Background: an optimization exercise with open tools, aiming at small area, a short achievable clock period and few clock cycles. Do not read the settings as production practice.
RTL that was checked went through simulation tests only; none was proved equivalent to the original.
Only the layout flow was run in run 9; the RTL was not checked for function there.
Power figures rest on the tool's default switching activity, not on a simulated workload.

==> design.v <==
module ECE564MyDesign
	    (
            input  wire               xxx__dut__run            ,
            output reg                dut__xxx__busy           ,
            input  wire               clk                      ,
            input  wire               reset_b                  ,
            output reg  [11:0]        dut__sram__write_address  ,
            output reg  [15:0]        dut__sram__write_data     ,
            output reg                dut__sram__write_enable   ,
            output wire [11:0]        dut__sram__read_address   ,
            input  wire [15:0]        sram__dut__read_data      ,
            output wire [11:0]        dut__gmem__read_address   ,
            input  wire [15:0]        gmem__dut__read_data      ,
            output wire [11:0]        dut__tanhmem__read_address     ,
            input  wire [15:0]        tanhmem__dut__read_data
            );
function [71:0] csa;
	input [35:0] x, y, z;
	begin
		csa = {(x & y) | (x & z) | (y & z), x ^ y ^ z};
	end
endfunction
function [23:0] brec;
	input [15:0] y;
	integer k;
	reg [2:0] d;
	begin
		for (k = 0; k < 8; k = k + 1) begin
			d = (k == 0) ? {y[1:0], 1'b0} : y[2*k-1 +: 3];
			brec[k]      = d[1] ^ d[0];
			brec[8 + k]  = (d == 3'b011) | (d == 3'b100);
			brec[16 + k] = d[2] & ~(d[1] & d[0]);
		end
	end
endfunction
function [71:0] booth8;
	input [15:0] x;
	input [23:0] yr;
	integer k;
	reg [7:0]  ng;
	reg [16:0] mag, pk;
	reg [35:0] r0, r1, r2, r3, r4, r5, r6, r7, r8, rk;
	reg [71:0] a1, a2, a3, b1, b2, c1, e1;
	begin
		ng = yr[23:16];
		for (k = 0; k < 8; k = k + 1) begin
			mag = ({x[15], x} & {17{yr[k]}}) | ({x, 1'b0} & {17{yr[8 + k]}});
			pk = mag ^ {17{ng[k]}};
			rk = {19'd0, ~pk[16], pk[15:0]} << (2*k);
			if (k > 0)
				rk = rk | ({35'd0, ng[k-1]} << (2*k-2));
			case (k)
				0: r0 = rk;  1: r1 = rk;  2: r2 = rk;  3: r3 = rk;
				4: r4 = rk;  5: r5 = rk;  6: r6 = rk;  default: r7 = rk;
			endcase
		end
		r8 = 36'hFAAAB0000 | {21'd0, ng[7], 14'd0};
		a1 = csa(r0, r1, r2);
		a2 = csa(r3, r4, r5);
		a3 = csa(r6, r7, r8);
		b1 = csa(a1[35:0], {a1[70:36], 1'b0}, a2[35:0]);
		b2 = csa({a2[70:36], 1'b0}, a3[35:0], {a3[70:36], 1'b0});
		c1 = csa(b1[35:0], {b1[70:36], 1'b0}, b2[35:0]);
		e1 = csa(c1[35:0], {c1[70:36], 1'b0}, {b2[70:36], 1'b0});
		booth8 = {e1[70:36], 1'b0, e1[35:0]};
	end
endfunction
reg  [12:0] n;
wire [3:0]  p = n[3:0];
wire [8:0]  q = n[12:4];
always @(posedge clk)
	if (!reset_b)
		n <= 13'd0;
	else
		n <= (n + 13'd1) & {13{xxx__dut__run | dut__xxx__busy}};
assign dut__sram__read_address = {3'b000, n[11:8], n[3:0], 1'b0};
assign dut__gmem__read_address = {3'b000, n[7:4],  n[3:0], 1'b0};
reg ph_first, ph_cap, ph_tl, ph_tu, ph_ld;
always @(posedge clk) begin
	ph_first <= (p == 4'd2);                
	ph_cap   <= (p == 4'd2) & dut__xxx__busy;    
	ph_tl    <= (p == 4'd4);
	ph_tu    <= (p == 4'd5);
	ph_ld    <= (p == 4'd6);
end
reg [15:0] xr;
reg [23:0] gr;                           
always @(posedge clk) begin
	xr <= sram__dut__read_data;
	gr <= brec(gmem__dut__read_data);
end
reg  [35:0] ms, mc;
reg  [35:0] acc;
always @(posedge clk) begin
	{mc, ms} <= booth8(xr, gr);
	acc <= (ph_first ? 36'd0 : acc) + ms + mc;
end
wire        s   = acc[35];
wire [35:0] Ap  = acc ^ {36{s}};
wire        sat = (|Ap[35:32]) | (s & (&Ap[31:0]));
reg         neg, sat_r;
reg  [23:0] F;
reg  [8:0]  taddr;
reg  [15:0] tL;
assign dut__tanhmem__read_address = {2'b00, taddr, 1'b0};
always @(posedge clk) begin
	if (ph_cap) begin
		neg   <= acc[35];
		F     <= Ap[23:0];
	end
	sat_r <= sat;                                        
	taddr <= ph_cap ? (sat ? 9'd255 : {1'b0, Ap[31:24]})   
	                : taddr + {8'd0, ~sat_r};            
	if (ph_tl)
		tL <= tanhmem__dut__read_data;
end
reg  [18:0] Dsh;
reg  [24:0] H;
reg  [2:0]  bd;
wire [24:0] mg0 = bd[1] ? {F, 1'b0} : bd[0] ? {1'b0, F} : 25'd0;
wire [27:0] T   = {{2{H[24]}}, H, bd[2]} + {({2'd0, mg0} ^ {27{bd[2]}}), bd[2]};
wire [17:0] D1  = {2'b00, Dsh[16:1]} + {2'b11, ~tL};           
wire [2:0]  dn  = ph_ld ? {D1[1:0], 1'b1} : Dsh[4:2];        
always @(posedge clk) begin
	if (ph_tu)
		Dsh <= {2'b00, tanhmem__dut__read_data, 1'b0};       
	else if (ph_ld)
		Dsh <= {D1, 1'b1};
	else
		Dsh <= {{2{Dsh[18]}}, Dsh[18:2]};
	if (ph_ld)
		H   <= {{7{D1[17]}}, D1} & {25{neg}};
	else
		H   <= T[27:3];
	bd <= {dn[2] & ~(dn[1] & dn[0]), (dn == 3'b011) | (dn == 3'b100), dn[1] ^ dn[0]};
end
wire [15:0] R = (tL + H[21:6]) ^ {16{neg}};
always @(posedge clk) begin
	if (!reset_b) begin
		dut__xxx__busy          <= 1'b0;
		dut__sram__write_enable <= 1'b0;
	end else begin
		if (xxx__dut__run)
			dut__xxx__busy <= 1'b1;
		else if (q == 9'd257 && p == 4'd2)
			dut__xxx__busy <= 1'b0;
		dut__sram__write_enable <= dut__xxx__busy && p == 4'd1 && q >= 9'd2 && q <= 9'd257;
	end
	dut__sram__write_data    <= R;
	dut__sram__write_address <= {3'b001, q[7:0] - 8'd2, 1'b0};
end
endmodule
==> flow/run.sh <==
#!/bin/bash
# Standard layout (the standard.sh, the design's constraint.sdc), with
#  - the port buffers made with the smallest plain buffer.
set -euo pipefail
bash standard.sh SETUP_SLACK_MARGIN=8.3 \
  "BUFFER_PORTS_ARGS=-buffer_cell sky130_fd_sc_hd__buf_1" \
  finish > flow_standard.log 2>&1
==> standard.sh <==
#!/bin/bash
# synth_recipe.tcl (not shown) runs the flow's synth.tcl, then flattens the netlist and writes it again
# the make line also repeats each setting of config.mk as NAME=value (left out here)
make -C /OpenROAD-flow-scripts/flow DESIGN_CONFIG=/design/flow/config.mk WORK_HOME=/design/flow/orfs CLKGATE_MAP_FILE= SYNTH_SCRIPT=/design/flow/synth_recipe.tcl "${@:-finish}"
==> config.mk <==
export PLATFORM = sky130hd
export DESIGN_NAME = ECE564MyDesign
export DESIGN_NICKNAME = ECE564MyDesign
export VERILOG_FILES = /design/flow/design.v
export SDC_FILE = /design/flow/constraint.sdc
export NUM_CORES = 4
export LEC_CHECK = 0
export ABC_CLOCK_PERIOD_IN_PS = 3500
export CAP_MARGIN = 20
export CORE_MARGIN = 2
export CORE_UTILIZATION = 60
export CTS_BUF_LIST = sky130_fd_sc_hd__clkbuf_8 sky130_fd_sc_hd__clkbuf_16
export CTS_CLUSTER_DIAMETER = 120
export CTS_CLUSTER_SIZE = 24
export SLEW_MARGIN = 20
==> constraint.sdc <==
create_clock -name core_clock -period 11.0 [get_ports {clk}]
set_input_delay 2.2000 -clock core_clock [delete_from_list [all_inputs] [get_ports {clk}]]
set_output_delay 2.2000 -clock core_clock [all_outputs]
set_load 0.01 [all_outputs]
==> results of run 1 <==
## what timing repair did
item,4_1_cts,5_1_grt
setup endpoints to repair,152,141
cloned,2,0
pin swaps,196,147
setup buffers,185,56
resized for setup,468,167
## layer usage
metal | vias to the layer above | share of wire | wire length [um]
li1 | 7415 | - | -
met2 | 713 | 0.49 | 28950
met5 | - | 0 | 0
met1 | 7991 | 0.39 | 22950
met3 | 231 | 0.059 | 3491
met4 | 0 | 0.057 | 3322
## stage by stage
| step | power (mW) | worst slack, ns | utilization | cells | instance area [um2] |
|---|---|---|---|---|---|
| 2_1_floorplan | 5.442 | 8.011 | - | 2047 | 21040 |
| 3_3_place_gp | 6.394 | 7.468 | 0.6423 | 2450 | 20790 |
| 3_5_place_dp | 6.511 | 7.405 | 0.6423 | 2450 | 20790 |
| 4_1_cts | 8.291 | 7.781 | 0.7538 | 2662 | 24400 |
| 5_1_grt | 9.701 | 7.730 | 0.7917 | 2718 | 25630 |
| 6_report | 9.049 | 7.789 | 0.7917 | 2718 | 25630 |
## report_power, final
group / switching, mW / internal [mW] / total [mW]
combinational: 3.39 / 3.23 / 6.62
sequential: 0.323 / 1.45 / 1.77
clock: 0.356 / 0.301 / 0.657
## cell families (layout without fill, tap and decap cells)
| group | after synthesis | in the layout | share of synthesized area |
|---|---|---|---|
| compound gates | 448 | 448 | 0.1560 |
| flops | 277 | 277 | 0.3027 |
| other cells | 2 | 15 | 0.0003817 |
| buf+inv | 316 | 544 | 0.06684 |
| xor+xnor | 304 | 304 | 0.1353 |
| simple gates | 369 | 370 | 0.09585 |
| fa+ha+maj | 292 | 292 | 0.2288 |
| mux | 26 | 26 | 0.01406 |
## worst register-to-register path, delay by kind of cell, from the launching register on
family | cells | cell delay (ns)
AO/OA/AOI/OAI | 7 | 1.62
adder cells (fa/ha/maj) | 2 | 0.75
flip-flops | 1 | 0.47
AND/OR/NAND/NOR | 2 | 0.28
## flip-flops by register name (all words and copies together) (netlist names), 3 cells and up
| register | cells |
|---|---|
| taddr | 9 |
| xr | 16 |
| H | 25 |
| tL | 16 |
| acc | 36 |
| dut__sram__write_data | 16 |
| bd | 3 |
| mc | 28 |
| F | 24 |
| dut__sram__write_address | 8 |
| gr | 24 |
| ms | 32 |
| Dsh | 18 |
| n | 13 |
## worst paths after layout
path / start / slack (ns) / endpoint / depth (start not counted)
worst max-delay path: acc[7]$_DFF_P_ / 7.79 / acc[32]$_DFF_P_ / 11
worst min-delay path: ms[0]$_DFF_P_ / 0.50 / acc[0]$_DFF_P_ / 1
worst max register to register: acc[7]$_DFF_P_ / 7.79 / acc[32]$_DFF_P_ / 11
worst min register to register: ms[0]$_DFF_P_ / 0.50 / acc[0]$_DFF_P_ / 1
## layout make-up
class                   count  area share
clock buffers              15     0.01465
multi-input cells        1455      0.5762
clock inverters            10    0.003759
flip-flops and latches    277      0.2420
well taps                 442     0.02158
repair buffers            347      0.1125
inverters                 172     0.02934
## layout by cell type, fill, tap and decap left out, types with 44 or more instances in the layout
cell,Yosys,final
ha_4,0,49
buf_6,1,85
xnor2_1,185,151
buf_1,12,50
nor2_1,83,72
nand2_1,75,71
xor2_1,119,112
fa_1,113,72
dfxtp_1,236,154
inv_1,171,136
buf_4,32,176
dfxtp_4,0,57
o21ai_0,64,44
ha_1,179,115
a22oi_2,0,91
a22oi_1,142,51
==> flow_summary.toml, run 1 <==
[place]
hpwl_um = 36130
place.port_buffers = 101
routabilityCongestion = 0.9093

[finish]
multi_input_area_mm2 = 0.01477
fill_cells = 1995
register_area_mm2 = 0.006201
drive_above_1_share = 0.3607
nets = 2611
num_antenna_cells = 0
area_delta_synth_final_pct = 30.27

[critical_path]
critPathMaxStageDelay_ns = 0.48
crit_type = "reg -> reg"
start_kind = "flip-flop"
arrival_ns = 3.63
cpLargestDelayFamily = "compound AO/OA/AOI/OAI gates"
end_kind = "flip-flop"
required_ns = 11.42
critPathMaxFanout = 6
critical_path_buf_inv_count = 0
cp_slowest_cell = "a2111oi_4"
path_cells = "nor2b_2 > fa_1 > ha_4 > a21oi_2 > a21oi_4 > a2111oi_4 > o21ai_2 > a21boi_2 > o31a_1 > nor2_1 > a211o_1"

[floorplanning]
boundaryPins = 117
chipWidth_um = 185.1
core_mm2 = 0.03237
dieArea_mm2 = 0.03425
start_util = 0.6077
row_count = 66
die_h_um = 185.1

[logic_synthesis]
syn_avg_cell_area_um2 = 9.672
yosysTopAreaCell = "dfxtp_1"
syn_inst = 2034
yosysTopAreaCellShare = 0.2402
synth.distinct_cells = 74
synth.most_common_cell = "dfxtp_1"
seq_area_frac_synth = 0.3027
synth_edf_count = 41
synth_area_mm2 = 0.01967
ys_ff_latch = 277
synth_top_cells_by_count = "236 x dfxtp_1, 185 x xnor2_1, 179 x ha_1"
ys.flop_type = "dfxtp_1"
ys_top_cells_by_area = "dfxtp_1 24%, fa_1 11%, ha_1 11%, xnor2_1 8.2%, edfxtp_1 6.3%"
ys_warn_count = 1
postSynth.asyncResetShare = 0

[cts]
h-tree-depth = 1
cts_buffer_depth = 3
numClockSinks = 277
cts_made_buffers = 15
insertion_delay_ns = 0.52
cts.clk_slew.worst_paths_ns = 0.11
cts_tree = "done"
hold_buffers = 0
cts_root_buf = "clkbuf_16"

[global_route]
grt_pass1_wl_um = 85930
antenna_found_initial = 0
use_met3 = 0.03303
busiest_layer = "met2"
grt-ovfl-total = 0
grt_use_met1 = 0.3888
grt_pass1_vias = 16047
met2_usage = 0.5714
grt_max_degree = 57
track_usage = 0.3187

[timing]
fin_crit_sh = 0.2920
setup_violations = 0
layout_min_cycle_time_ns = 3.211
skew_ns = 0.02152
worst_pin_slew_ns = 0.9013
hold_viol = 0
timing.hold.ws_ns = 0.5008
fmax_mhz = 311.4
drv_slew = 0
fin_tns_setup_ns = 0
rsz0062_at_grt = "true"
maxSlewHeadroom = 0.3991

[outcome]
outcome = "no timing/DRC/antenna violations"

[hold_path]
timing.hold.worst.class = "reg -> reg"

[route]
dr.pass1.iters = 5
routed_via_density = 6.015
num_vias = 16350
drt_first_iter_violations = 1296
drt_wl_total_um = 58710
remaining_drc_errors = 0
wl_per_cell_um = 21.60
ant_nets = 0

[job]
drv_cap = 0

[power_and_ir_drop]
power_density_mw_per_mm2 = 353.1
ir_drop_uv = 213.9
leakage_nw = 10.69
Testbench counts, summed over its fixed seeds: cycles 98,784.
==> inputs of run 2 (changes only) <==
--- a/flow/run.sh
+++ b/flow/run.sh
@@ -4,3 +4,3 @@
 set -euo pipefail
-bash standard.sh SETUP_SLACK_MARGIN=8.3 \
+bash standard.sh SETUP_SLACK_MARGIN=7.85 \
   "BUFFER_PORTS_ARGS=-buffer_cell sky130_fd_sc_hd__buf_1" \
==> run 2 against run 1 <==
Effect of this change:
- still clean on timing, DRC and antenna
- synthesized cell count stayed put
- fmax up 0.45%
- cell area fell by 14%
- worst hold slack better by 0.055 ns
- combinational power fell by about 20%
- clock skew down 0.0048 ns
- non-clock buffer count decreased by 175
- highest routed layer unchanged
==> flow_summary.toml, run 2 <==
[outcome]
outcome = "no timing/DRC/antenna violations"

[route]
remaining_drc_errors = 0
wl_per_cell_um = 19.05
ant_nets = 0
dr.pass1.iters = 5
routed_via_density = 5.769
drt_first_iter_violations = 1028
num_vias = 14654
drt_wl_total_um = 48380

[finish]
largest_reg_flops = 36
num_antenna_cells = 0
final_cell_mix = "185 x xnor2_1, 176 x inv_1, 156 x dfxtp_1, 153 x ha_1, 136 x a22oi_1"
finish.utilization = 0.6835
area_delta_synth_final_pct = 12.47
postLayoutCellArea_mm2 = 0.02213
drive_above_1_share = 0.1582
final_common_cell = "xnor2_1"
nets = 2435
largest_register = "acc"

[floorplanning]
dieArea_mm2 = 0.03425
die_h_um = 185.1
chipWidth_um = 185.1
row_count = 66
core_mm2 = 0.03237
start_util = 0.6077
boundaryPins = 117

[global_route]
track_usage = 0.2791
grt_max_degree = 57
grt_pass1_vias = 14082
grt-ovfl-total = 0
grt_pass1_wl_um = 75520
antenna_found_initial = 0

[timing]
worst_pin_slew_ns = 0.9995
skew_ns = 0.01674
hold_viol = 0
fin_tns_setup_ns = 0
setup_violations = 0
fin_crit_sh = 0.2906
maxSlewHeadroom = 0.3336
fin_ws_ns = 7.803
drv_slew = 0
layout_min_cycle_time_ns = 3.197
fmax_mhz = 312.8
rsz0062_at_grt = "true"

[cts]
cts_buffer_depth = 3
cts_root_buf = "clkbuf_16"
cts_tree = "done"
h-tree-depth = 1
insertion_delay_ns = 0.51
cts_made_buffers = 15
cts.clk_slew.worst_paths_ns = 0.11
numClockSinks = 277
hold_buffers = 0

[critical_path]
end_kind = "output pin"
r2r_slack_ns = 7.81
cpLargestDelayFamily = "flip-flops"
rr_startpoint = "ph_first$_DFF_P_"
rr_endpoint = "acc[32]$_DFF_P_"
critPathMaxStageDelay_ns = 0.37
required_ns = 8.80
critical_path_buf_inv_count = 1
critPathMaxFanout = 3
arrival_ns = 1.00
start_kind = "flip-flop"
reg2reg_depth = 13
path_cells = "buf_6"
cp_slowest_cell = "dfxtp_4"
crit_type = "reg -> out"

[place]
hpwl_um = 35700
pre_cts_ws_ns = 7.211
routabilityCongestion = 0.9409
dpl_cell_area_mm2 = 0.02005
place.port_buffers = 101

[logic_synthesis]
synth_area_mm2 = 0.01967
synth_top_cells_by_count = "236 x dfxtp_1, 185 x xnor2_1, 179 x ha_1"
postSynth.asyncResetShare = 0
synth.distinct_cells = 74
syn_avg_cell_area_um2 = 9.672
synth_edf_count = 41
ys_top_cells_by_area = "dfxtp_1 24%, fa_1 11%, ha_1 11%, xnor2_1 8.2%, edfxtp_1 6.3%"
ys_warn_count = 1
seq_area_frac_synth = 0.3027
yosysTopAreaCellShare = 0.2402
ys.flop_type = "dfxtp_1"
syn_inst = 2034
synth.most_common_cell = "dfxtp_1"
yosysTopAreaCell = "dfxtp_1"
ys_ff_latch = 277

[power_and_ir_drop]
finalPower_mw = 7.676
power_density_mw_per_mm2 = 346.9
ir_drop_uv = 161.9
leakage_nw = 9.385

[hold_path]
timing.hold.worst.class = "reg -> reg"
whs_path_depth = 2
min_from = "Dsh[16]$_DFF_P_"
hold_path_end = "Dsh[14]$_DFF_P_"

[job]
drv_cap = 0
run 2: cell types whose count changed in the layout (fill, tap and decap cells not counted), moves of 38 or more:
| cell | previous run | this run |
|---|---|---|
| buf_4 | 176 | 61 |
| a22oi_1 | 51 | 136 |
| a22oi_2 | 91 | 6 |
| buf_6 | 85 | 36 |
| fa_1 | 72 | 112 |
| fa_2 | 41 | 1 |
| inv_1 | 136 | 176 |
| ha_1 | 115 | 153 |
| ha_4 | 49 | 11 |
run 2: report_power, final:
group	internal [mW]	switching, mW	total, mW
Clock	0.259	0.344	0.604
Sequential	1.45	0.346	1.79
Combinational	2.44	2.84	5.28
run 2: layout make-up:
| cell class | count | area (um2) |
|---|---|---|
| repair buffers | 172 | 1296 |
| clock inverters | 7 | 33.78 |
| clock buffers | 16 | 389.1 |
| inverters | 172 | 645.6 |
| fillers | 2655 | 10240 |
| multi-input cells | 1454 | 13040 |
| well taps | 442 | 553.0 |
| flip-flops and latches | 277 | 6171 |
run 2: metal layers:
layer,vias to the layer above,track usage,part of all wire
li1,7057,-,-
met1,7081,0.3580,0.43
met2,418,0.4866,0.49
met3,98,0.02615,0.042
met4,0,0.1098,0.042
met5,-,0,0
run 2: timing repair:
| item | 4_1_cts | 5_1_grt |
|---|---|---|
| pin swaps | 7 | 49 |
| setup buffers | 20 | 39 |
| gates cloned | 1 | 3 |
| resized for setup | 218 | 125 |
| setup endpoints to repair | 128 | 99 |
run 2: worst max-delay path by stage:
stage | startpoint | endpoint | slack (ns) | cells after the start
after detailed placement | bd[1]$_DFF_P_ | H[23]$_DFF_P_ | 7.21 | 13
final | n[1]$_SDFF_PN0_ | dut__gmem__read_address[2] | 7.80 | 1
after floorplan | xr[11]$_DFF_P_ | ms[14]$_DFF_P_ | 7.84 | 10
after global placement | ph_first$_DFF_P_ | acc[31]$_DFF_P_ | 7.32 | 12
after global routing | ph_first$_DFF_P_ | acc[33]$_DFF_P_ | 7.68 | 12
after CTS | n[6]$_SDFF_PN0_ | dut__gmem__read_address[7] | 7.77 | 1
run 2: per-stage QoR:
stage / instances / hold slack, ns
finish: 2540 / 0.5554
global route: 2540 / 0.5694
CTS: 2498 / 0.5483
detailed placement: 2454 / 0.4888
global placement: 2454 / 0.4759
floorplan: 2047 / 0.4171
run 2: kinds of logic after synthesis:
family	share of synthesized area
compound gates	0.1560
simple gates	0.09585
buf+inv	0.06684
xor+xnor	0.1353
fa+ha+maj	0.2288
flops	0.3027
mux	0.01406
other cells	0.0003817
run 2: tightest hold or removal path, delay by kind of cell (launching register included):
kind,cells,cell delay [ns]
AO/OA/AOI/OAI,1,0.07
multiplexers,1,0.11
flip-flops,1,0.33
==> inputs of run 3 (changes only) <==
--- a/flow/run.sh
+++ b/flow/run.sh
@@ -4,3 +4,3 @@
 set -euo pipefail
-bash standard.sh SETUP_SLACK_MARGIN=7.85 \
+bash standard.sh SETUP_SLACK_MARGIN=7.4 \
   "BUFFER_PORTS_ARGS=-buffer_cell sky130_fd_sc_hd__buf_1" \
==> run 3 against run 2 <==
Effect of this change:
- clock-buffer cell count unchanged
- critical path depth rose by 7
- synthesized cell count unchanged
- flip-flop and latch count did not move
- worst hold slack worse by 0.055 ns
- clock power about the same
- clock skew grew 0.0026 ns
- cell count is 2.6% lower
- cell area decreased by 7.1%
- highest routed layer unchanged
==> flow_summary.toml, run 3 <==
[outcome]
outcome = "no timing/DRC/antenna violations"

[place]
dpl_cell_area_mm2 = 0.02003
pre_cts_ws_ns = 7.105
routabilityCongestion = 0.8777
hpwl_um = 36040
place.port_buffers = 101

[finish]
largest_reg_flops = 36
final_common_cell = "dfxtp_1"
nets = 2370
finish.utilization = 0.6352
postLayoutCellArea_mm2 = 0.02056
largest_register = "acc"
num_antenna_cells = 0
final_cell_mix = "214 x dfxtp_1, 185 x xnor2_1, 179 x ha_1, 177 x inv_1, 142 x a22oi_1"
drive_above_1_share = 0.03886
area_delta_synth_final_pct = 4.516

[timing]
layout_min_cycle_time_ns = 3.518
fin_crit_sh = 0.3198
hold_viol = 0
fmax_mhz = 284.3
fin_ws_ns = 7.482
worst_pin_slew_ns = 1.115
setup_violations = 0
fin_tns_setup_ns = 0
skew_ns = 0.01930
maxSlewHeadroom = 0.2559
timing.hold.ws_ns = 0.5003
rsz0062_at_grt = "false"
drv_slew = 0

[logic_synthesis]
synth.most_common_cell = "dfxtp_1"
ys_ff_latch = 277
synth_xor_area_frac = 0.1353
synth-adder-area-share = 0.2288
synth.distinct_cells = 74
yosysTopAreaCellShare = 0.2402
syn_avg_cell_area_um2 = 9.672
ys.flop_type = "dfxtp_1"
synth_area_mm2 = 0.01967
postSynth.asyncResetShare = 0
synth-simple-area-share = 0.09585
seq_area_frac_synth = 0.3027
synth_mux_area_frac = 0.01406
synth_edf_count = 41
yosysTopAreaCell = "dfxtp_1"
synth_top_cells_by_count = "236 x dfxtp_1, 185 x xnor2_1, 179 x ha_1"
syn_inst = 2034
synth_top_family_by_area = "adder cells"
ys_top_cells_by_area = "dfxtp_1 24%, fa_1 11%, ha_1 11%, xnor2_1 8.2%, edfxtp_1 6.3%"
ys_warn_count = 1
synth_compound_area_frac = 0.1559

[critical_path]
cpLargestDelayFamily = "adder cells"
critPathMaxStageDelay_ns = 0.86
r2r_slack_ns = 7.48
critical_path_buf_inv_count = 2
arrival_ns = 3.97
cp_slowest_cell = "dfxtp_1"
critPathMaxFanout = 16
cpMostUsedCell = "fa_1"
crit_type = "reg -> reg"
end_kind = "flip-flop"
rr_endpoint = "ms[13]$_DFF_P_"
crit_start = "xr[7]$_DFF_P_"
rr_startpoint = "xr[7]$_DFF_P_"
start_kind = "flip-flop"
required_ns = 11.46
path_cells = "a22oi_1 > xnor2_1 > fa_1 > inv_1 > fa_1 > fa_1 > inv_1 > fa_1"
reg2reg_depth = 8

[job]
drv_cap = 0

[route]
remaining_drc_errors = 0
ant_nets = 0
drt_wl_total_um = 46740
num_vias = 14274
drt_first_iter_violations = 846
dr.pass1.iters = 5
wl_per_cell_um = 18.88
routed_via_density = 5.767

[hold_path]
hold_path_end = "dut__sram__write_address[1]$_DFF_P_"
whs_path_depth = 0
timing.hold.worst.class = "reg -> reg"
min_from = "n[4]$_SDFF_PN0_"

[cts]
cts_root_buf = "clkbuf_16"
cts_tree = "done"
cts_setup_buffers = 0
cts.clk_slew.worst_paths_ns = 0.10
numClockSinks = 277
h-tree-depth = 1
cts_made_buffers = 15
cts_buffer_depth = 3
insertion_delay_ns = 0.51

[floorplanning]
start_util = 0.6077
die_h_um = 185.1
boundaryPins = 117
chipWidth_um = 185.1
core_mm2 = 0.03237
row_count = 66
dieArea_mm2 = 0.03425

[power_and_ir_drop]
ir_drop_uv = 189.7
power_density_mw_per_mm2 = 336.2
leakage_nw = 8.739

[global_route]
grt-ovfl-total = 0
grt_max_degree = 57
grt_pass1_wl_um = 74840
track_usage = 0.2773
grt_pass1_vias = 14113
antenna_found_initial = 0
run 3: changes by cell type in the layout (fill, tap and decap cells not counted), sizes merged:
cell    delta
buf       -62
clkbuf     -3
run 3: per-layer routing:
metal / track usage / part of all wire / wire [um]
met5: 0 / 0 / 0
met4: 0.1095 / 0.039 / 1843
met3: 0.02340 / 0.040 / 1869
met2: 0.4831 / 0.49 / 22970
met1: 0.3573 / 0.43 / 20060
run 3: final cells by class:
class	count	area [um2]
multi-input cells	1454	12520
fillers	2806	11810
clock buffers	16	389.1
clock inverters	7	33.78
repair buffers	107	435.4
inverters	172	645.6
flip-flops and latches	277	5986
well taps	442	553.0
run 3: through the flow:
stage	power, mW	instances
finish	6.912	2475
global route	7.608	2475
CTS	6.880	2475
detailed placement	6.238	2452
global placement	6.146	2452
floorplan	5.160	2047
run 3: what timing repair did:
action,CTS,global route
gates cloned,0,0
gates resized for setup,8,30
setup endpoints to repair,23,29
hold buffers,0,0
run 3: cell families after synthesis:
| family | after synthesis |
|---|---|
| mux | 26 |
| other cells | 2 |
| flops | 277 |
| xor+xnor | 304 |
| simple gates | 369 |
| fa+ha+maj | 292 |
| compound gates | 448 |
| buf+inv | 316 |
run 3: worst max path at each step:
stage	endpoint	slack [ns]	depth (start not counted)
detailed placement	acc[32]$_DFF_P_	7.11	13
floorplan	ms[14]$_DFF_P_	7.44	9
CTS	acc[33]$_DFF_P_	7.40	13
global placement	acc[32]$_DFF_P_	7.14	13
finish	ms[13]$_DFF_P_	7.48	8
global route	acc[33]$_DFF_P_	7.39	13
run 3: where the power goes:
group | internal [mW] | switching [mW] | leakage (nW)
registers | 1.44 | 0.348 | 2.35
clock network | 0.260 | 0.345 | 0.230
logic | 1.99 | 2.53 | 6.16
total | 3.69 | 3.22 | 8.74
==> inputs of run 4 (changes only) <==
--- a/flow/run.sh
+++ b/flow/run.sh
@@ -4,3 +4,3 @@
 set -euo pipefail
-bash standard.sh SETUP_SLACK_MARGIN=7.4 \
+bash standard.sh SETUP_SLACK_MARGIN=7.7 \
   "BUFFER_PORTS_ARGS=-buffer_cell sky130_fd_sc_hd__buf_1" \
==> run 4 against run 3 <==
Effect of this change:
- highest routed layer unchanged
- still clean on timing, DRC and antenna
- routed wire length is 0.92% higher
- die area is the same
- register-to-register slack better by 0.25 ns
==> flow_summary.toml, run 4 <==
[route]
routed_via_density = 5.786
remaining_drc_errors = 0
wl_per_cell_um = 18.98
num_vias = 14377
drt_first_iter_violations = 1036
ant_nets = 0
drt_wl_total_um = 47160
dr.pass1.iters = 5

[critical_path]
crit_type = "reg -> reg"
start_kind = "flip-flop"
critPathMaxFanout = 18
critPathMaxStageDelay_ns = 0.50
arrival_ns = 3.67
critical_path_buf_inv_count = 2
required_ns = 11.40
end_kind = "flip-flop"
cpMostUsedCell = "a21oi_1"
cpLargestDelayFamily = "compound AO/OA/AOI/OAI gates"
cp_slowest_cell = "fa_1"
path_cells = "buf_12 > nand2b_1 > fa_1 > inv_1 > ha_2 > nand3_1 > a21oi_1 > a2111oi_4 > o21ai_2 > a21boi_2 > o41ai_1 > a21oi_1 > xnor2_1"

[cts]
hold_buffers = 0
cts_root_buf = "clkbuf_16"
cts.clk_slew.worst_paths_ns = 0.09
cts_made_buffers = 15
cts_tree = "done"
numClockSinks = 277
insertion_delay_ns = 0.51
cts_buffer_depth = 3
h-tree-depth = 1

[job]
drv_cap = 0

[logic_synthesis]
synth_mux_area_frac = 0.01406
ys.flop_type = "dfxtp_1"
synth_compound_area_frac = 0.1559
ys_ff_latch = 277
synth_edf_count = 41
synth.most_common_cell = "dfxtp_1"
synth.distinct_cells = 74
synth_top_family_by_area = "adder cells"
synth_top_cells_by_count = "236 x dfxtp_1, 185 x xnor2_1, 179 x ha_1"
ys_top_cells_by_area = "dfxtp_1 24%, fa_1 11%, ha_1 11%, xnor2_1 8.2%, edfxtp_1 6.3%"
synth_xor_area_frac = 0.1353
syn_inst = 2034
synth-simple-area-share = 0.09585
yosysTopAreaCellShare = 0.2402
postSynth.asyncResetShare = 0
seq_area_frac_synth = 0.3027
synth_area_mm2 = 0.01967
syn_avg_cell_area_um2 = 9.672
synth-adder-area-share = 0.2288
ys_warn_count = 1
yosysTopAreaCell = "dfxtp_1"

[finish]
drive_above_1_share = 0.07440
num_antenna_cells = 0
nets = 2380
final_cell_mix = "185 x xnor2_1, 178 x inv_1, 176 x dfxtp_1, 171 x ha_1, 142 x a22oi_1"
fill_cells = 2755
largest_register = "acc"
finish.utilization = 0.6464
largest_reg_flops = 36
area_delta_synth_final_pct = 6.367
final_common_cell = "xnor2_1"

[global_route]
grt_max_degree = 57
grt_pass1_wl_um = 75380
grt-ovfl-total = 0
track_usage = 0.2788
antenna_found_initial = 0
grt_pass1_vias = 14187

[hold_path]
timing.hold.worst.class = "reg -> reg"

[power_and_ir_drop]
power_density_mw_per_mm2 = 342.1
leakage_nw = 8.855
ir_drop_uv = 207.2

[timing]
fin_crit_sh = 0.2971
rsz0062_at_grt = "true"
worst_pin_slew_ns = 1.013
layout_min_cycle_time_ns = 3.268
fmax_mhz = 306.0
hold_viol = 0
drv_slew = 0
setup_violations = 0
maxSlewHeadroom = 0.3247
timing.hold.ws_ns = 0.4393
skew_ns = 0.01387
fin_tns_setup_ns = 0

[place]
hpwl_um = 35990
routabilityCongestion = 0.8707
place.port_buffers = 101

[floorplanning]
core_mm2 = 0.03237
start_util = 0.6077
boundaryPins = 117
chipWidth_um = 185.1
die_h_um = 185.1
dieArea_mm2 = 0.03425
row_count = 66

[outcome]
outcome = "no timing/DRC/antenna violations"
[run 4: cell counts after synthesis]
No cell type changed its count.
[run 4: cell type report]
type | count | area (um2) | share of cell area
timing repair buffer | 117 | 550.5 | 0.02631
clock buffer | 15 | 375.4 | 0.01794
sequential | 277 | 6081 | 0.2906
clock inverter | 8 | 42.54 | 0.002033
tap | 442 | 553.0 | 0.02643
multi-input combinational | 1454 | 12680 | 0.6058
inverter | 172 | 645.6 | 0.03085
[run 4: where the power goes]
part | switching (mW) | internal (mW) | total [mW]
sequential | 0.345 | 1.44 | 1.79
clock | 0.336 | 0.252 | 0.588
combinational | 2.63 | 2.15 | 4.78
total | 3.32 | 3.84 | 7.16
[run 4: final timing paths]
kind	from	to	slack (ns)	depth (start not counted)
worst max-delay path	ph_first$_DFF_P_	acc[28]$_DFF_P_	7.73	13
worst min-delay path	n[4]$_SDFF_PN0_	dut__sram__write_address[1]$_DFF_P_	0.44	0
worst max register to register	ph_first$_DFF_P_	acc[28]$_DFF_P_	7.73	13
worst min register to register	n[4]$_SDFF_PN0_	dut__sram__write_address[1]$_DFF_P_	0.44	0
[run 4: logic make-up (layout without fill, tap and decap cells)]
logic type | Yosys count | count (layout)
compound gates | 448 | 448
xor+xnor | 304 | 304
fa+ha+maj | 292 | 292
buf+inv | 316 | 312
flops | 277 | 277
mux | 26 | 26
other cells | 2 | 15
simple gates | 369 | 369
[run 4: routing by layer]
metal	global-route usage	up-vias	wire, um
met5	0	-	0
met4	0.1184	0	2095
met3	0.03067	96	1901
met2	0.4804	403	23010
met1	0.3558	6937	20160
li1	-	6941	-
[run 4: timing repair]
| action | CTS | global route |
|---|---|---|
| resized for setup | 69 | 64 |
| buffers inserted | 2 | 6 |
| pin swaps | 3 | 14 |
| setup endpoints to repair | 75 | 56 |
| gates cloned | 1 | 1 |
[run 4: through the flow]
| step | worst slack (ns) | cells | area [um2] | power (mW) |
|---|---|---|---|---|
| floorplan | 7.702 | 2047 | 19740 | 5.161 |
| global placement | 7.143 | 2452 | 20030 | 6.151 |
| detailed placement | 7.121 | 2452 | 20030 | 6.237 |
| CTS | 7.692 | 2478 | 20640 | 6.975 |
| global route | 7.613 | 2485 | 20930 | 7.839 |
| finish | 7.732 | 2485 | 20930 | 7.158 |
[run 4: worst register-to-register path, stage by stage (launching register included)]
cell,delay (ns)
dfxtp_4,0.38
buf_12,0.16
nand2b_1,0.17
fa_1,0.50
inv_1,0.05
ha_2,0.37
nand3_1,0.08
a21oi_1,0.33
a2111oi_4,0.11
o21ai_2,0.22
a21boi_2,0.11
o41ai_1,0.43
a21oi_1,0.14
xnor2_1,0.14
==> inputs of run 5 (changes only) <==
--- a/config.mk
+++ b/config.mk
@@ -10,3 +10,3 @@
 export CORE_MARGIN = 2
-export CORE_UTILIZATION = 60
+export CORE_UTILIZATION = 50
 export CTS_BUF_LIST = sky130_fd_sc_hd__clkbuf_8 sky130_fd_sc_hd__clkbuf_16
==> run 5 against run 4 <==
Effect of this change:
- still clean on timing, DRC and antenna
- core utilization fell by 9.7 points
- via count fell by 0.49%
- combinational power rose by 1%
- synthesized cell count did not move
- first-iteration DRC count fell by 8.2%
- area after synthesis did not move
- power rose by 1.5%
- critical path type is now reg -> out
==> flow_summary.toml, run 5 <==
[logic_synthesis]
seq_area_frac_synth = 0.3027
synth.distinct_cells = 74
ys.flop_type = "dfxtp_1"
syn_inst = 2034
synth.most_common_cell = "dfxtp_1"
yosysTopAreaCellShare = 0.2402
synth_area_mm2 = 0.01967
ys_ff_latch = 277
synth_edf_count = 41
yosysTopAreaCell = "dfxtp_1"
postSynth.asyncResetShare = 0
ys_top_cells_by_area = "dfxtp_1 24%, fa_1 11%, ha_1 11%, xnor2_1 8.2%, edfxtp_1 6.3%"
ys_warn_count = 1
syn_avg_cell_area_um2 = 9.672
synth_top_cells_by_count = "236 x dfxtp_1, 185 x xnor2_1, 179 x ha_1"

[finish]
drive_above_1_share = 0.09060
fin_cells = 2571
num_antenna_cells = 0
nets = 2388
final_common_cell = "xnor2_1"
largest_register = "acc"
postLayoutCellArea_mm2 = 0.02127
final_cell_mix = "184 x xnor2_1, 176 x inv_1, 175 x dfxtp_1, 169 x ha_1, 142 x a22oi_1"
area_delta_synth_final_pct = 8.096
largest_reg_flops = 36
finish.utilization = 0.5490

[timing]
skew_ns = 0.01482
fin_crit_sh = 0.2964
timing.hold.ws_ns = 0.4011
drv_slew = 0
worst_pin_slew_ns = 0.9504
fin_tns_setup_ns = 0
maxSlewHeadroom = 0.3664
rsz0062_at_grt = "true"
fmax_mhz = 306.7
fin_ws_ns = 7.740
hold_viol = 0
layout_min_cycle_time_ns = 3.260
setup_violations = 0

[power_and_ir_drop]
p_switching_mw = 3.353
swShare = 0.4614
power_density_mw_per_mm2 = 341.7
combinationalPowerShare = 0.666
p_int_mw = 3.914
ir_drop_uv = 193.1
p_clk_frac = 0.092
finalPower_mw = 7.267
leakage_nw = 8.989
p_seq_frac = 0.243

[cts]
h-tree-depth = 1
cts_buffer_depth = 3
cts_root_buf = "clkbuf_16"
cts_tree = "done"
insertion_delay_ns = 0.52
numClockSinks = 277
cts.clk_slew.worst_paths_ns = 0.09
cts_made_buffers = 16

[floorplanning]
die_h_um = 202.4
row_count = 72
core_mm2 = 0.03874
dieArea_mm2 = 0.04095
start_util = 0.5078
boundaryPins = 117
chipWidth_um = 202.4

[global_route]
antenna_found_initial = 0
track_usage = 0.2303
grt_pass1_wl_um = 76710
grt_pass1_vias = 14190
grt-ovfl-total = 0
grt_max_degree = 57

[critical_path]
required_ns = 8.80
cp_slowest_cell = "dfxtp_4"
critPathMaxStageDelay_ns = 0.39
crit_type = "reg -> out"
start_kind = "flip-flop"
critical_path_buf_inv_count = 1
arrival_ns = 1.06
path_cells = "buf_1"
cpLargestDelayFamily = "flip-flops"
r2r_slack_ns = 7.79
end_kind = "output pin"
critPathMaxFanout = 7

[route]
remaining_drc_errors = 0
wl_per_cell_um = 18.37
num_vias = 14306
routed_via_density = 5.564
dr.pass1.iters = 5
ant_nets = 0
drt_first_iter_violations = 951
drt_wl_total_um = 47220

[place]
dp_cells = 2530
routabilityCongestion = 0.8688
place.port_buffers = 101
hpwl_um = 35710
pre_cts_ws_ns = 7.090
dpl_cell_area_mm2 = 0.02014

[hold_path]
timing.hold.worst.class = "reg -> reg"

[job]
drv_cap = 0

[outcome]
outcome = "no timing/DRC/antenna violations"
run 5: changes by cell type in the layout (fill, tap and decap cells not counted), sizes merged:
cell    delta
inv        +1
clkinv     -1
nor2b      +1
buf        -2
clkbuf    +11
run 5: path summary, 6_finish.rpt:
check,from,endpoint,cells after the start
setup / recovery,n[3]$_SDFF_PN0_,dut__sram__read_address[4],1
setup reg to reg,gr[18]$_DFF_P_,ms[19]$_DFF_P_,6
hold reg to reg,n[4]$_SDFF_PN0_,dut__sram__write_address[1]$_DFF_P_,0
hold / removal,n[4]$_SDFF_PN0_,dut__sram__write_address[1]$_DFF_P_,0
run 5: layout make-up:
cell class / instances / area (um2)
multi-input cells: 1455 / 12740
flip-flops and latches: 277 / 6107
inverters: 172 / 645.6
well taps: 518 / 648.1
fillers: 3549 / 17470
clock buffers: 18 / 450.4
repair buffers: 123 / 620.6
clock inverters: 8 / 55.05
run 5: routing by layer:
metal | part of all wire | track usage | vias to the layer above
met5 | 0 | 0 | -
li1 | - | - | 6959
met1 | 0.46 | 0.3185 | 6933
met4 | 0.018 | 0.04692 | 0
met2 | 0.48 | 0.3905 | 343
met3 | 0.041 | 0.02499 | 71
run 5: power groups by stage:
stage	sequential, mW	combinational (mW)	clock (mW)
3_3_place_gp	1.79	4.37	0
6_report	1.77	4.84	0.665
5_1_grt	1.81	5.49	0.724
3_5_place_dp	1.79	4.44	0
2_1_floorplan	1.64	3.52	0
4_1_cts	1.77	4.63	0.688
run 5: kinds of logic after synthesis:
| group | after synthesis | share of synthesized area |
|---|---|---|
| buf+inv | 316 | 0.06684 |
| xor+xnor | 304 | 0.1353 |
| compound gates | 448 | 0.1560 |
| other cells | 2 | 0.0003817 |
| fa+ha+maj | 292 | 0.2288 |
| simple gates | 369 | 0.09585 |
| flops | 277 | 0.3027 |
| mux | 26 | 0.01406 |
run 5: timing repair:
action,in CTS,in global routing
gates resized for setup,94,76
setup endpoints to repair,88,60
hold endpoints to repair,0,0
cloned,1,1
buffers inserted,2,11
hold buffers,0,0
pin swaps,3,13
==> inputs of run 6 (changes only) <==
--- a/config.mk
+++ b/config.mk
@@ -10,3 +10,3 @@
 export CORE_MARGIN = 2
-export CORE_UTILIZATION = 50
+export CORE_UTILIZATION = 70
 export CTS_BUF_LIST = sky130_fd_sc_hd__clkbuf_8 sky130_fd_sc_hd__clkbuf_16
==> run 6 against run 5 <==
Effect of this change:
- still clean on timing, DRC and antenna
- cell count shrank 5.9%
- fmax is essentially flat
- synthesized cell count is the same
- power shrank 1.7%
- area after synthesis is the same
- largest cell class unchanged
- largest power group unchanged
==> flow_summary.toml, run 6 <==
[critical_path]
start_kind = "flip-flop"
required_ns = 8.80
cp_slowest_cell = "dfxtp_4"
crit_type = "reg -> out"
arrival_ns = 1.06
path_cells = "buf_1"
critPathMaxStageDelay_ns = 0.40
cpLargestDelayFamily = "flip-flops"
critical_path_buf_inv_count = 1
end_kind = "output pin"
critPathMaxFanout = 8

[global_route]
antenna_found_initial = 0
grt_pass1_vias = 14063
grt_pass1_wl_um = 72410
grt-ovfl-total = 0
track_usage = 0.3105
grt_max_degree = 57

[cts]
cts_buffer_depth = 3
numClockSinks = 277
cts_tree = "done"
hold_buffers = 0
cts.clk_slew.worst_paths_ns = 0.09
cts_made_buffers = 15
h-tree-depth = 1
insertion_delay_ns = 0.51
cts_root_buf = "clkbuf_16"

[place]
dp_cells = 2388
routabilityCongestion = 0.9307
place.port_buffers = 101
hpwl_um = 34660

[finish]
register_area_mm2 = 0.006081
nets = 2379
final_common_cell = "xnor2_1"
fill_cells = 2037
largest_register = "acc"
drive_above_1_share = 0.07052
final_cell_mix = "185 x xnor2_1, 178 x dfxtp_1, 178 x inv_1, 172 x ha_1, 142 x a22oi_1"
fin_cells = 2420
multi_input_area_mm2 = 0.01268
area_delta_synth_final_pct = 5.871
largest_reg_flops = 36
num_antenna_cells = 0

[power_and_ir_drop]
swShare = 0.4639
p_switching_mw = 3.313
power_density_mw_per_mm2 = 342.8
ir_drop_uv = 173.8
finalPower_mw = 7.141
p_int_mw = 3.828
p_clk_frac = 0.082
leakage_nw = 8.826
p_seq_frac = 0.250
combinationalPowerShare = 0.669

[route]
wl_per_cell_um = 18.99
num_vias = 14494
dr.pass1.iters = 6
ant_nets = 0
drt_first_iter_violations = 1132
wl_met3_um = 2282
routed_via_density = 5.989
top_layer = "met4"
wl_met1_um = 18870
route.met2.wl_um = 22790
remaining_drc_errors = 0
drt_wl_total_um = 45960

[logic_synthesis]
yosysTopAreaCellShare = 0.2402
ys.flop_type = "dfxtp_1"
synth.most_common_cell = "dfxtp_1"
ys_top_cells_by_area = "dfxtp_1 24%, fa_1 11%, ha_1 11%, xnor2_1 8.2%, edfxtp_1 6.3%"
ys_warn_count = 1
synth_edf_count = 41
postSynth.asyncResetShare = 0
seq_area_frac_synth = 0.3027
yosysTopAreaCell = "dfxtp_1"
synth.distinct_cells = 74
syn_inst = 2034
ys_ff_latch = 277
synth_area_mm2 = 0.01967
synth_top_cells_by_count = "236 x dfxtp_1, 185 x xnor2_1, 179 x ha_1"
syn_avg_cell_area_um2 = 9.672

[floorplanning]
core_mm2 = 0.02771
boundaryPins = 117
chipWidth_um = 171.6
row_count = 61
die_h_um = 171.6
dieArea_mm2 = 0.02946
start_util = 0.7101

[timing]
drv_slew = 0
maxSlewHeadroom = 0.3090
layout_min_cycle_time_ns = 3.263
fin_crit_sh = 0.2966
setup_violations = 0
worst_pin_slew_ns = 1.035
hold_viol = 0
skew_ns = 0.02550
rsz0062_at_grt = "true"
fmax_mhz = 306.5
fin_tns_setup_ns = 0

[hold_path]
timing.hold.worst.class = "reg -> reg"

[outcome]
outcome = "no timing/DRC/antenna violations"

[job]
drv_cap = 0
[run 6: cell types whose count changed in the layout (fill, tap and decap cells not counted), sizes merged]
cell    previous run  this run
clkbuf            32        19
buf              108       112
bufbuf             1         0
clkinv             1         2
inv              179       178
nor2b             47        46
[run 6: stage by stage]
step	utilization	cell area [um2]	hold slack [ns]	worst slack, ns
floorplan	-	19740	0.4171	7.702
global placement	0.7202	19950	0.4690	7.246
detailed placement	0.7202	19950	0.4703	7.277
CTS	0.7400	20500	0.4326	7.685
global route	0.7518	20830	0.4412	7.640
finish	0.7518	20830	0.4342	7.737
[run 6: power by group through the flow]
| stage | Sequential, mW | Clock, mW | Combinational [mW] |
|---|---|---|---|
| 4_1_cts | 1.79 | 0.600 | 4.50 |
| 3_5_place_dp | 1.81 | 0 | 4.39 |
| 6_report | 1.78 | 0.583 | 4.77 |
| 5_1_grt | 1.82 | 0.630 | 5.35 |
| 3_3_place_gp | 1.80 | 0 | 4.26 |
| 2_1_floorplan | 1.64 | 0 | 3.52 |
[run 6: worst paths after layout]
path | start | endpoint | slack [ns] | depth (start not counted)
setup / recovery | n[4]$_SDFF_PN0_ | dut__gmem__read_address[5] | 7.74 | 1
hold / removal | n[4]$_SDFF_PN0_ | dut__sram__write_address[1]$_DFF_P_ | 0.43 | 0
setup reg to reg | xr[6]$_DFF_P_ | ms[13]$_DFF_P_ | 7.78 | 8
hold reg to reg | n[4]$_SDFF_PN0_ | dut__sram__write_address[1]$_DFF_P_ | 0.43 | 0
[run 6: final cells by class]
cell class,instances,share of cell area
flip-flops and latches,277,0.2920
inverters,172,0.03100
clock buffers,15,0.01802
multi-input cells,1454,0.6087
clock inverters,8,0.002043
well taps,378,0.02271
repair buffers,116,0.02553
[run 6: timing repair]
item | 4_1_cts | 5_1_grt
gates resized for setup | 61 | 68
cloned | 0 | 2
pin swaps | 3 | 14
setup endpoints to repair | 73 | 52
setup buffers | 2 | 5
[run 6: logic make-up (layout without fill, tap and decap cells)]
logic type,Yosys count,count (layout),share of synthesized area
buffers and inverters,316,311,0.06684
adder cells (fa/ha/maj),292,292,0.2288
AND/OR/NAND/NOR,369,369,0.09585
flip-flops,277,277,0.3027
other,2,15,0.0003817
AO/OA/AOI/OAI,448,448,0.1560
XOR/XNOR,304,304,0.1353
multiplexers,26,26,0.01406
[run 6: metal layers]
metal / track usage / up-vias
li1: - / 6945
met1: 0.3944 / 6959
met2: 0.5467 / 471
met3: 0.02830 / 119
met4: 0.1231 / 0
met5: 0 / -
[run 6: worst reg2reg max path, stage by stage, from the launching register on]
cell and delay [ns]:
dfxtp_2 0.60, a22oi_1 0.16, xnor2_1 0.19, fa_1 0.57, inv_1 0.05, fa_1 0.47, fa_1 0.55, inv_1 0.06
fa_1 0.47
==> inputs of run 7 (changes only) <==
--- a/config.mk
+++ b/config.mk
@@ -8,3 +8,3 @@
 export ABC_CLOCK_PERIOD_IN_PS = 3500
-export CAP_MARGIN = 20
+export CAP_MARGIN = 5
 export CORE_MARGIN = 2
@@ -14,2 +14,2 @@
 export CTS_CLUSTER_SIZE = 24
-export SLEW_MARGIN = 20
+export SLEW_MARGIN = 5
==> run 7 against run 6 <==
Effect of this change:
- still clean
- global-route usage stayed put
- routed wire length about the same
- setup slack hardly changed
- clock skew barely moved
- combinational power barely moved
- critical path depth unchanged
- critical path type unchanged
- critical endpoint unchanged
- largest cell class unchanged
- largest power group unchanged
==> flow_summary.toml, run 7 <==
[timing]
fin_ws_ns = 7.737
skew_ns = 0.02549
fmax_mhz = 306.5
layout_min_cycle_time_ns = 3.263
fin_tns_setup_ns = 0
rsz0062_at_grt = "true"
drv_slew = 0
worst_pin_slew_ns = 1.123
fin_crit_sh = 0.2966
hold_viol = 0
setup_violations = 0
maxSlewHeadroom = 0.2504
timing.hold.ws_ns = 0.4342

[route]
wl_per_cell_um = 18.98
drt_first_iter_violations = 1132
remaining_drc_errors = 0
dr.pass1.iters = 6
ant_nets = 0
routed_via_density = 5.989
drt_wl_total_um = 45940
num_vias = 14494

[cts]
numClockSinks = 277
h-tree-depth = 1
cts.clk_slew.worst_paths_ns = 0.09
insertion_delay_ns = 0.51
cts_tree = "done"
cts_made_buffers = 15
cts_buffer_depth = 3
cts_root_buf = "clkbuf_16"

[critical_path]
cp_slowest_cell = "dfxtp_4"
reg2reg_depth = 8
path_cells = "buf_1"
critical_path_buf_inv_count = 1
start_kind = "flip-flop"
critPathMaxStageDelay_ns = 0.40
end_kind = "output pin"
cp_num_cells = 1
crit_type = "reg -> out"
critPathMaxFanout = 8
arrival_ns = 1.06
required_ns = 8.80
cpLargestDelayFamily = "flip-flops"

[logic_synthesis]
ys_warn_count = 1
synth_edf_count = 41
seq_area_frac_synth = 0.3027
ys.flop_type = "dfxtp_1"
synth_top_cells_by_count = "236 x dfxtp_1, 185 x xnor2_1, 179 x ha_1"
ys_ff_latch = 277
yosysTopAreaCellShare = 0.2402
postSynth.asyncResetShare = 0
synth.most_common_cell = "dfxtp_1"
yosysTopAreaCell = "dfxtp_1"
syn_inst = 2034
synth.distinct_cells = 74
ys_top_cells_by_area = "dfxtp_1 24%, fa_1 11%, ha_1 11%, xnor2_1 8.2%, edfxtp_1 6.3%"
syn_avg_cell_area_um2 = 9.672
synth_area_mm2 = 0.01967

[job]
drv_cap = 0

[floorplanning]
dieArea_mm2 = 0.02946
chipWidth_um = 171.6
start_util = 0.7101
core_mm2 = 0.02771
row_count = 61
boundaryPins = 117
die_h_um = 171.6

[finish]
fill_cells = 2035
fin_cells = 2420
drive_above_1_share = 0.07003
final_common_cell = "xnor2_1"
largest_register = "acc"
largest_reg_flops = 36
area_delta_synth_final_pct = 5.864
nets = 2379
num_antenna_cells = 0
final_cell_mix = "185 x xnor2_1, 179 x dfxtp_1, 178 x inv_1, 172 x ha_1, 142 x a22oi_1"

[power_and_ir_drop]
ir_drop_uv = 173.6
finalPower_mw = 7.140
power_density_mw_per_mm2 = 342.8
leakage_nw = 8.825

[global_route]
grt_max_degree = 57
antenna_found_initial = 0
grt_pass1_vias = 14063
grt-ovfl-total = 0
grt_pass1_wl_um = 72410
track_usage = 0.3105

[place]
hpwl_um = 34660
routabilityCongestion = 0.9307
place.port_buffers = 101
dp_cells = 2388
pre_cts_ws_ns = 7.277

[outcome]
outcome = "no timing/DRC/antenna violations"

[hold_path]
whs_path_depth = 0
timing.hold.worst.class = "reg -> reg"
==> run 7: cell counts after synthesis <==
No cell type changed its count.
==> run 7: per-stage QoR <==
stage	util	cell area [um2]
after CTS	0.7400	20500
after detailed placement	0.7202	19950
after floorplan	-	19740
after global routing	0.7517	20830
final	0.7517	20830
after global placement	0.7202	19950
==> run 7: logic make-up (layout without fill, tap and decap cells) <==
kind of cell,Yosys count,after routing,synth area share
compound gates,448,448,0.1560
flops,277,277,0.3027
xor+xnor,304,304,0.1353
buf+inv,316,311,0.06684
simple gates,369,369,0.09585
mux,26,26,0.01406
other cells,2,15,0.0003817
fa+ha+maj,292,292,0.2288
==> run 7: metal layers <==
layer	vias to the layer above	routed length, um	track usage
met2	474	22780	0.5467
li1	6945	-	-
met4	0	2016	0.1231
met1	6956	18860	0.3944
met3	119	2277	0.02830
met5	-	0	0
==> run 7: layout make-up <==
type / count / area [um2] / share of cell area
clock buffers: 15 / 375.4 / 0.01802
clock inverters: 8 / 42.54 / 0.002043
inverters: 172 / 645.6 / 0.03100
multi-input cells: 1454 / 12680 / 0.6088
flip-flops and latches: 277 / 6080 / 0.2919
well taps: 378 / 473.0 / 0.02271
repair buffers: 116 / 531.8 / 0.02553
==> run 7: repair_timing <==
item	CTS	global route
hold endpoints to repair	0	0
pin swaps	3	14
gates cloned	0	2
resized for setup	61	68
setup endpoints to repair	73	52
setup buffers	2	5
hold buffers	0	0
==> run 7: worst paths after layout <==
path	start	endpoint	slack, ns
hold / removal	n[4]$_SDFF_PN0_	dut__sram__write_address[1]$_DFF_P_	0.43
setup reg to reg	xr[6]$_DFF_P_	ms[13]$_DFF_P_	7.78
hold reg to reg	n[4]$_SDFF_PN0_	dut__sram__write_address[1]$_DFF_P_	0.43
setup / recovery	n[4]$_SDFF_PN0_	dut__gmem__read_address[5]	7.74
==> run 7: power by group <==
| part | total (mW) | leakage [nW] | switching, mW | internal, mW |
|---|---|---|---|---|
| Clock | 0.583 | 0.229 | 0.331 | 0.252 |
| Sequential | 1.78 | 2.36 | 0.340 | 1.44 |
| Combinational | 4.77 | 6.23 | 2.64 | 2.13 |
==> inputs of run 8 (changes only) <==
--- a/flow/run.sh
+++ b/flow/run.sh
@@ -4,3 +4,3 @@
 set -euo pipefail
-bash standard.sh SETUP_SLACK_MARGIN=7.7 \
+bash standard.sh SETUP_SLACK_MARGIN=7.6 \
   "BUFFER_PORTS_ARGS=-buffer_cell sky130_fd_sc_hd__buf_1" \
--- a/config.mk
+++ b/config.mk
@@ -8,5 +8,5 @@
 export ABC_CLOCK_PERIOD_IN_PS = 3500
-export CAP_MARGIN = 5
+export CAP_MARGIN = 20
 export CORE_MARGIN = 2
-export CORE_UTILIZATION = 70
+export CORE_UTILIZATION = 60
 export CTS_BUF_LIST = sky130_fd_sc_hd__clkbuf_8 sky130_fd_sc_hd__clkbuf_16
@@ -14,2 +14,2 @@
 export CTS_CLUSTER_SIZE = 24
-export SLEW_MARGIN = 5
+export SLEW_MARGIN = 20
==> run 8 against run 7 <==
Effect of this change:
- worst hold slack better by 0.0068 ns
- non-clock buffer count shrank 5
- critical path type unchanged
- still clean
- area after synthesis did not move
==> flow_summary.toml, run 8 <==
[critical_path]
crit_type = "reg -> out"
path_cells = "buf_1"
endpoint = "dut__sram__read_address[4]"
r2r_slack_ns = 7.75
crit_start = "n[3]$_SDFF_PN0_"
cpLargestDelayFamily = "flip-flops"
critPathMaxFanout = 7
arrival_ns = 1.15
cp_slowest_cell = "dfxtp_1"
reg2reg_depth = 8
rr_endpoint = "ms[14]$_DFF_P_"
critPathMaxStageDelay_ns = 0.46
start_kind = "flip-flop"
required_ns = 8.80
rr_startpoint = "xr[14]$_DFF_P_"
cp_num_cells = 1
critical_path_buf_inv_count = 1
end_kind = "output pin"

[power_and_ir_drop]
swShare = 0.4657
power_density_mw_per_mm2 = 338.0
p_seq_frac = 0.256
finalPower_mw = 7.004
leakage_nw = 8.776
ir_drop_uv = 207.3
combinationalPowerShare = 0.659
p_clk_frac = 0.085
p_int_mw = 3.742
p_switching_mw = 3.262

[global_route]
grt_max_degree = 57
grt-ovfl-total = 0
grt_pass1_vias = 13898
track_usage = 0.2750
grt_pass1_wl_um = 74280
antenna_found_initial = 0

[route]
drt_first_iter_violations = 1021
remaining_drc_errors = 0
ant_nets = 0
drt_wl_total_um = 46700
dr.pass1.iters = 5
wl_per_cell_um = 18.83
routed_via_density = 5.749
num_vias = 14258

[logic_synthesis]
yosysTopAreaCell = "dfxtp_1"
syn_avg_cell_area_um2 = 9.672
postSynth.asyncResetShare = 0
ys_warn_count = 1
yosysTopAreaCellShare = 0.2402
ys.flop_type = "dfxtp_1"
synth_edf_count = 41
seq_area_frac_synth = 0.3027
synth.distinct_cells = 74
ys_ff_latch = 277
ys_top_cells_by_area = "dfxtp_1 24%, fa_1 11%, ha_1 11%, xnor2_1 8.2%, edfxtp_1 6.3%"
synth_area_mm2 = 0.01967
synth_top_cells_by_count = "236 x dfxtp_1, 185 x xnor2_1, 179 x ha_1"
synth.most_common_cell = "dfxtp_1"
syn_inst = 2034

[finish]
fill_cells = 2819
drive_above_1_share = 0.05692
largest_register = "acc"
final_cell_mix = "190 x dfxtp_1, 185 x xnor2_1, 178 x inv_1, 174 x ha_1, 142 x a22oi_1"
area_delta_synth_final_pct = 5.336
largest_reg_flops = 36
nets = 2374
num_antenna_cells = 0
final_common_cell = "dfxtp_1"
postLayoutCellArea_mm2 = 0.02072

[timing]
worst_pin_slew_ns = 1.117
fin_crit_sh = 0.3046
hold_viol = 0
rsz0062_at_grt = "true"
fin_ws_ns = 7.650
setup_violations = 0
timing.hold.ws_ns = 0.4411
skew_ns = 0.01302
fmax_mhz = 298.5
maxSlewHeadroom = 0.2541
layout_min_cycle_time_ns = 3.350
drv_slew = 0
fin_tns_setup_ns = 0

[place]
place.port_buffers = 101
dpl_cell_area_mm2 = 0.02003
pre_cts_ws_ns = 7.137
hpwl_um = 35810
routabilityCongestion = 0.8854

[hold_path]
timing.hold.worst.class = "reg -> reg"

[floorplanning]
row_count = 66
chipWidth_um = 185.1
dieArea_mm2 = 0.03425
die_h_um = 185.1
core_mm2 = 0.03237
boundaryPins = 117
start_util = 0.6077

[cts]
insertion_delay_ns = 0.51
h-tree-depth = 1
cts_buffer_depth = 3
cts_made_buffers = 15
cts_tree = "done"
cts_root_buf = "clkbuf_16"
cts.clk_slew.worst_paths_ns = 0.09
numClockSinks = 277

[job]
drv_cap = 0

[outcome]
outcome = "no timing/DRC/antenna violations"
## run 8: metal layers
metal,part of all wire,vias up,track usage
li1,-,6922,-
met1,0.43,6886,0.3551
met2,0.50,372,0.4891
met3,0.038,78,0.02025
met4,0.034,0,0.09048
met5,0,-,0
## run 8: worst min-delay path by stage
stage                     from                                  end  slack [ns]  depth (start not counted)
3_5_place_dp   n[4]$_SDFF_PN0_  dut__sram__write_address[1]$_DFF_P_        0.48                          0
6_report       n[4]$_SDFF_PN0_  dut__sram__write_address[1]$_DFF_P_        0.44                          0
4_1_cts        n[4]$_SDFF_PN0_  dut__sram__write_address[1]$_DFF_P_        0.44                          0
3_3_place_gp   n[4]$_SDFF_PN0_  dut__sram__write_address[1]$_DFF_P_        0.47                          0
5_1_grt        n[4]$_SDFF_PN0_  dut__sram__write_address[1]$_DFF_P_        0.45                          0
2_1_floorplan  n[4]$_SDFF_PN0_  dut__sram__write_address[1]$_DFF_P_        0.42                          0
## run 8: cell type report
type	count	area (um2)	area share
Tap cell	442	553.0	0.02669
Clock inverter	9	41.29	0.001993
Clock buffer	15	375.4	0.01811
Inverter	172	645.6	0.03116
Sequential cell	277	6023	0.2907
Multi-Input combinational cell	1454	12600	0.6080
Timing Repair Buffer	111	485.5	0.02343
## run 8: power groups by stage
stage / Sequential, mW / Combinational, mW / Clock, mW
CTS: 1.80 / 4.49 / 0.609
floorplan: 1.64 / 3.52 / 0
global route: 1.83 / 5.24 / 0.641
global placement: 1.82 / 4.33 / 0
detailed placement: 1.82 / 4.41 / 0
finish: 1.79 / 4.62 / 0.592
## run 8: through the flow
stage          std cells  utilization
2_1_floorplan       2047            -
3_3_place_gp        2452       0.6189
3_5_place_dp        2452       0.6189
4_1_cts             2476       0.6343
5_1_grt             2480       0.6402
6_report            2480       0.6402
## run 8: kinds of logic after synthesis
logic type | share of synthesized area
AO/OA/AOI/OAI | 0.1560
XOR/XNOR | 0.1353
adder cells (fa/ha/maj) | 0.2288
buffers and inverters | 0.06684
flip-flops | 0.3027
multiplexers | 0.01406
other | 0.0003817
AND/OR/NAND/NOR | 0.09585
## run 8: what timing repair did
action,in CTS,in global routing
pin swaps,0,6
hold buffers,0,0
resized for setup,39,41
endpoints found under the setup margin,52,43
setup buffers,0,2
cloned,0,2
==> inputs of run 9 (changes only) <==
--- a/design.v
+++ b/design.v
@@ -77,5 +77,6 @@
 assign dut__gmem__read_address = {3'b000, n[7:4],  n[3:0], 1'b0};
-reg ph_first, ph_cap, ph_tl, ph_tu, ph_ld;
+reg ph_first, ph_first_hi, ph_cap, ph_tl, ph_tu, ph_ld;
 always @(posedge clk) begin
 	ph_first <= (p == 4'd2);                
+	ph_first_hi <= (p == 4'd2) & (dut__xxx__busy | xxx__dut__run);    
 	ph_cap   <= (p == 4'd2) & dut__xxx__busy;    
@@ -95,3 +96,3 @@
 	{mc, ms} <= booth8(xr, gr);
-	acc <= (ph_first ? 36'd0 : acc) + ms + mc;
+	acc <= (acc & {{18{~ph_first_hi}}, {18{~ph_first}}}) + ms + mc;
 end
==> run 9 against run 8 <==
Effect of this change:
- critical endpoint is now acc[33]$_DFF_P_
- clock-buffer cell count unchanged
- highest routed layer unchanged
- via count down 1.4%
- flip-flop and latch count up 1
- largest power group unchanged
- fmax down 3.4%
- power up 12%
- clock skew up 0.0066 ns
- sequential power about the same
- setup slack worse by 0.12 ns
- register-to-register slack worse by 0.22 ns
- clock power about the same
- non-clock buffer count up 25
- synthesized cell count down 2.1%
==> flow_summary.toml, run 9 <==
[outcome]
outcome = "no timing/DRC/antenna violations"

[power_and_ir_drop]
swShare = 0.4551
leakage_nw = 8.870
power_density_mw_per_mm2 = 374.0
p_seq_frac = 0.229
ir_drop_uv = 168.3
p_int_mw = 4.276

[critical_path]
cpLargestDelayFamily = "compound AO/OA/AOI/OAI gates"
cp_slowest_cell = "fa_2"
crit_type = "reg -> reg"
critPathMaxStageDelay_ns = 0.48
critPathMaxFanout = 6
start_kind = "flip-flop"

[finish]
drive_above_1_share = 0.08902
finish.utilization = 0.6498
final_common_cell = "inv_1"
nets = 2358
area_delta_synth_final_pct = 7.604
largest_register = "acc"

[global_route]
grt_pass1_vias = 14004
grt-ovfl-total = 0
grt_pass1_wl_um = 72330

[place]
routabilityCongestion = 0.8607
dpl_cell_area_mm2 = 0.01988

[logic_synthesis]
synth_area_mm2 = 0.01950
synth_top_cells_by_count = "237 x dfxtp_1, 183 x xnor2_1, 179 x ha_1, 179 x inv_1, 144 x a22oi_1"
syn_avg_cell_area_um2 = 9.789
ys_warn_count = 1
synth_edf_count = 41

[cts]
cts_made_buffers = 15
h-tree-depth = 1
numClockSinks = 278

[floorplanning]
core_mm2 = 0.03229
start_util = 0.6039
dieArea_mm2 = 0.03396
chipWidth_um = 184.3
row_count = 66

[timing]
hold_viol = 0
setup_violations = 0
maxSlewHeadroom = 0.2405
worst_pin_slew_ns = 1.138
timing.hold.ws_ns = 0.4370
fin_crit_sh = 0.3154

[route]
drt_wl_total_um = 45270
wl_per_cell_um = 18.37
dr.pass1.iters = 6
routed_via_density = 5.705
num_vias = 14063

[hold_path]
timing.hold.worst.class = "reg -> reg"
-- run 9: changes by cell type after synthesis, sizes merged, moves of 5 or more --
cell / delta
o31ai: -5
o21a: -7
and3: -12
a21oi: -6
or3: -5
nand3: -14
inv: +8
a21o: -5
o211ai: -5
o2bb2ai: +8
-- run 9: power by group through the flow --
stage	sequential [mW]	combinational, mW	clock (mW)
global route	1.83	6.15	0.646
CTS	1.81	5.11	0.610
global placement	1.83	4.75	0
floorplan	1.67	3.93	0
finish	1.79	5.46	0.590
detailed placement	1.83	4.84	0
-- run 9: worst paths after layout --
kind | start | slack (ns) | cells after the start | end
worst max-delay path | ph_first$_DFF_P_ | 7.53 | 14 | acc[33]$_DFF_P_
worst min-delay path | n[4]$_SDFF_PN0_ | 0.44 | 0 | dut__sram__write_address[1]$_DFF_P_
worst max register to register | ph_first$_DFF_P_ | 7.53 | 14 | acc[33]$_DFF_P_
worst min register to register | n[4]$_SDFF_PN0_ | 0.44 | 0 | dut__sram__write_address[1]$_DFF_P_
-- run 9: timing repair --
action,in CTS,in global routing
setup endpoints to repair,52,43
hold buffers,0,0
pin swaps,18,32
cloned,1,1
hold endpoints to repair,0,0
resized for setup,71,56
setup buffers,8,17
-- run 9: per-layer routing --
layer	vias up	wire [um]	global-route usage
met5	-	0	0
met4	0	1764	0.1098
met3	80	2042	0.03339
met2	419	22430	0.4803
met1	6778	19040	0.3259
li1	6786	-	-
-- run 9: cells by family (layout without fill, tap and decap cells) --
| kind of cell | count (synthesis) | count (layout) | synth area share |
|---|---|---|---|
| compound gates | 432 | 432 | 0.1566 |
| simple gates | 332 | 332 | 0.08477 |
| buf+inv | 323 | 340 | 0.06879 |
| xor+xnor | 306 | 306 | 0.1374 |
| fa+ha+maj | 292 | 292 | 0.2309 |
| flops | 278 | 278 | 0.3065 |
| mux | 27 | 27 | 0.01463 |
| other cells | 2 | 16 | 0.0003852 |
-- run 9: final cells by class --
type,count,area (um2)
Multi-Input combinational cell,1404,12570
Clock inverter,9,38.79
Timing Repair Buffer,136,705.7
Sequential cell,278,6056
Inverter,180,675.6
Tap cell,442,553.0
Clock buffer,15,375.4
Antenna cell,1,2.502
Fill cell,2670,11310
-- run 9: metrics by stage --
step | setup WS (ns) | cells
after floorplan | 7.564 | 2005
after global placement | 6.993 | 2412
after detailed placement | 6.925 | 2412
after CTS | 7.422 | 2445
after global routing | 7.399 | 2464
final | 7.531 | 2465
-- run 9: worst register-to-register path: stages (launching register included) --
cell      delay (ns)
dfxtp_4         0.39
buf_8           0.15
nor2b_4         0.14
fa_2            0.48
ha_4            0.30
and3_4          0.19
o2111a_1        0.22
a32oi_4         0.15
a221oi_2        0.34
o41a_1          0.26
a211oi_4        0.09
buf_6           0.14
o41ai_4         0.28
a21boi_2        0.10
xnor2_1         0.13

Check on run 9: ideal ports give 7.531 ns setup slack; a clkbuf_16 on the clock port and buf_2 on the inputs give 7.531 ns; moving port delays by the midpoint clock arrival (0.550 ns) as well gives 7.531 ns.
